What follows belongs to an exercise in optimizing a design on an open flow for small area, a short achievable clock period and few clock cycles per item; a production flow would make more cautious choices.
Function was checked by simulation only, so behaviour that the tests miss may differ from the original.
Power is estimated from default activity; no workload was simulated.

== build 34 ==
## Datapath
module Datapath #(parameter N = 8) (
    input  [N-1:0]   a_in,
    input  [N-1:0]   b_in,
    output [2*N-1:0] result,
    input            clk,
    input            reset,
    input            start,
    output           done
);
    reg done_r;
    always @(posedge clk or posedge reset) begin
        if (reset)
            done_r <= 1'b0;
        else if (start)
            done_r <= 1'b1;
    end
    assign done = done_r;
    wire p1, p2, p3, p4, p5, p6, p7, p8, p9, p10, p11, p12, p13, p14, p15, p16, p17, p18, p19, p20, p21, p22, p23, p24, p25, p26, p27, p28, p29, p30, p31, p32, p33, p34, p35, p36, p37, p38, p39, p40, p41, p42, p43, p44, p45, p46, p47, p48, p49, p50, p51, p52, p53, p54, p55, p56, p57, p58, p59, p60, p61, p62, p63, p64, s65, c66, s67, c68, s69, c70, s71, c72, s73, c74, s75, c76, s77, c78, s79, c80, s81, c82, s83, c84, s85, c86, s87, c88, s89, c90, s91, c92, s93, c94, s95, c96, s97, c98, s99, c100, s101, c102, s103, c104, s105, c106, s107, c108, s109, c110, s111, c112, s113, c114, s115, c116, s117, c118, s119, c120, s121, c122, s123, c124, s125, c126, s127, c128, s129, c130, s131, c132, s133, c134, s135, c136, s137, c138, s139, c140, s141, c142, s143, c144, s145, c146, s147, c148, s149, c150, s151, c152, s153, c154, s155, c156, s157, c158, s67x, s71x, s73x, s79x, s81x, s91x, s101x, s103x, s113x, s125x, s127x, s135x, s137x, s143x, s145x, s151x;
    assign p1 = a_in[0] & b_in[0];
    assign p2 = ~(a_in[0] & b_in[1]);
    assign p3 = ~(a_in[0] & b_in[2]);
    assign p4 = ~(a_in[0] & b_in[3]);
    assign p5 = ~(a_in[0] & b_in[4]);
    assign p6 = ~(a_in[0] & b_in[5]);
    assign p7 = ~(a_in[0] & b_in[6]);
    assign p8 = a_in[0] & b_in[7];
    assign p9 = ~(a_in[1] & b_in[0]);
    assign p10 = ~(a_in[1] & b_in[1]);
    assign p11 = ~(a_in[1] & b_in[2]);
    assign p12 = ~(a_in[1] & b_in[3]);
    assign p13 = ~(a_in[1] & b_in[4]);
  ...
export LEC_CHECK = 0
export CAP_MARGIN = 20
export CORE_MARGIN = 2
export CORE_UTILIZATION = 55
export SLEW_MARGIN = 20
export SYNTH_HIERARCHICAL = 1
export SYNTH_MINIMUM_KEEP_SIZE = 0
create_clock -name core_clock -period 5.0 [get_ports {clk}]
standard.sh (not shown) runs the stock make flow with config.mk's settings and CLKGATE_MAP_FILE= SYNTH_SCRIPT=/design/flow/synth_recipe.tcl, a recipe that flattens the netlist after the stock synthesis.
==> flow/flow/run.sh <==
#!/bin/bash
# Own flow: the standard layout with buf_2 port buffers; after placement the
# output-port buffers (which drive only the port) are swapped to buf_1.
set -e
cp standard.sh standard_sh.log
cp config.mk config_mk.log
export BUFFER_PORTS_ARGS="-buffer_cell sky130_fd_sc_hd__buf_2"
bash standard.sh place > standard_place.log 2>&1
ODB=$PWD/orfs/results/$FLOW_PLATFORM/Datapath/base/3_place.odb openroad -no_init -exit flow/outbuf.tcl > outbuf.log 2>&1
bash standard.sh finish > standard.log 2>&1
==> flow/flow/outbuf.tcl <==
read_db $::env(ODB)
set block [ord::get_db_block]
set m [[ord::get_db] findMaster sky130_fd_sc_hd__buf_1]
set n 0
foreach inst [$block getInsts] {
  if {[string match "output*" [$inst getName]] && [[$inst getMaster] getName] eq "sky130_fd_sc_hd__buf_2"} {
    $inst swapMaster $m
    incr n
  }
}
puts "swapped $n output buffers"
write_db $::env(ODB)
Testbench counts of build 34, summed over its fixed seeds: cycles 3,200, items 3,200.
Edits applied to the flow inputs when going from build 34 to build 98:
Settings: a change of CORE_UTILIZATION from 55 to 40.
Notes after the runs:
- When build 98 is measured against build 34, its fraction of power consumed by combinational cells turns out 0.2 points higher.
- Per the comparison of build 98 with build 34, part of the power in the clock network comparable; final worst-path cycle share comparable; total of clock buffers placed in the layout now larger; switching power comparable.
- Build 98 finished every stage and its layout cleared the timing, design-rule and antenna checks.
> inputs changed (build 98 -> build 66)
Settings: setting ABC_AREA to 1 for the first time.
Notes after the runs:
[compare] base=build 98 new=build 66: time the final worst path needs with I/O delays and setup now sits lower, basic-gate share of the synthesized area counting and, or, nand and nor cells picked up an extra 24 points, combinational share of power +1.1 points.

what the ideal ports hide:
How much do the figures lean on ideal ports? The routed layouts below were timed once more, with nothing changed but the port constraints. Step 1, drivers: a clkbuf_16 drives clk and a buf_2 each remaining input, both assumed. Step 2 times the ports against the registers' clock, not the clock port: input delays grow and output delays shrink by t, the midpoint of the rising clock arrivals with the driver on. Slacks: no drivers / after step 1 / after step 2; pairs: no drivers / after step 1.
| run | t, ns | slack for setup (ns) | clock arrival spread, ns |
|---|---|---|---|
| build 34 | 0.279 | 2.007 / 2.012 / 1.733 | 0.006 / 0.005 |
| build 98 | 0.282 | 2.013 / 1.989 / 1.756 | 0.003 / 0.003 |
| build 66 | 0.287 | 2.092 / 2.098 / 1.810 | 0.002 / 0.003 |
After both steps every run listed still meets setup and hold. For build 66, which loses most, drivers alone change the setup slack by +0.006 ns; drivers and shift together by -0.282 ns.
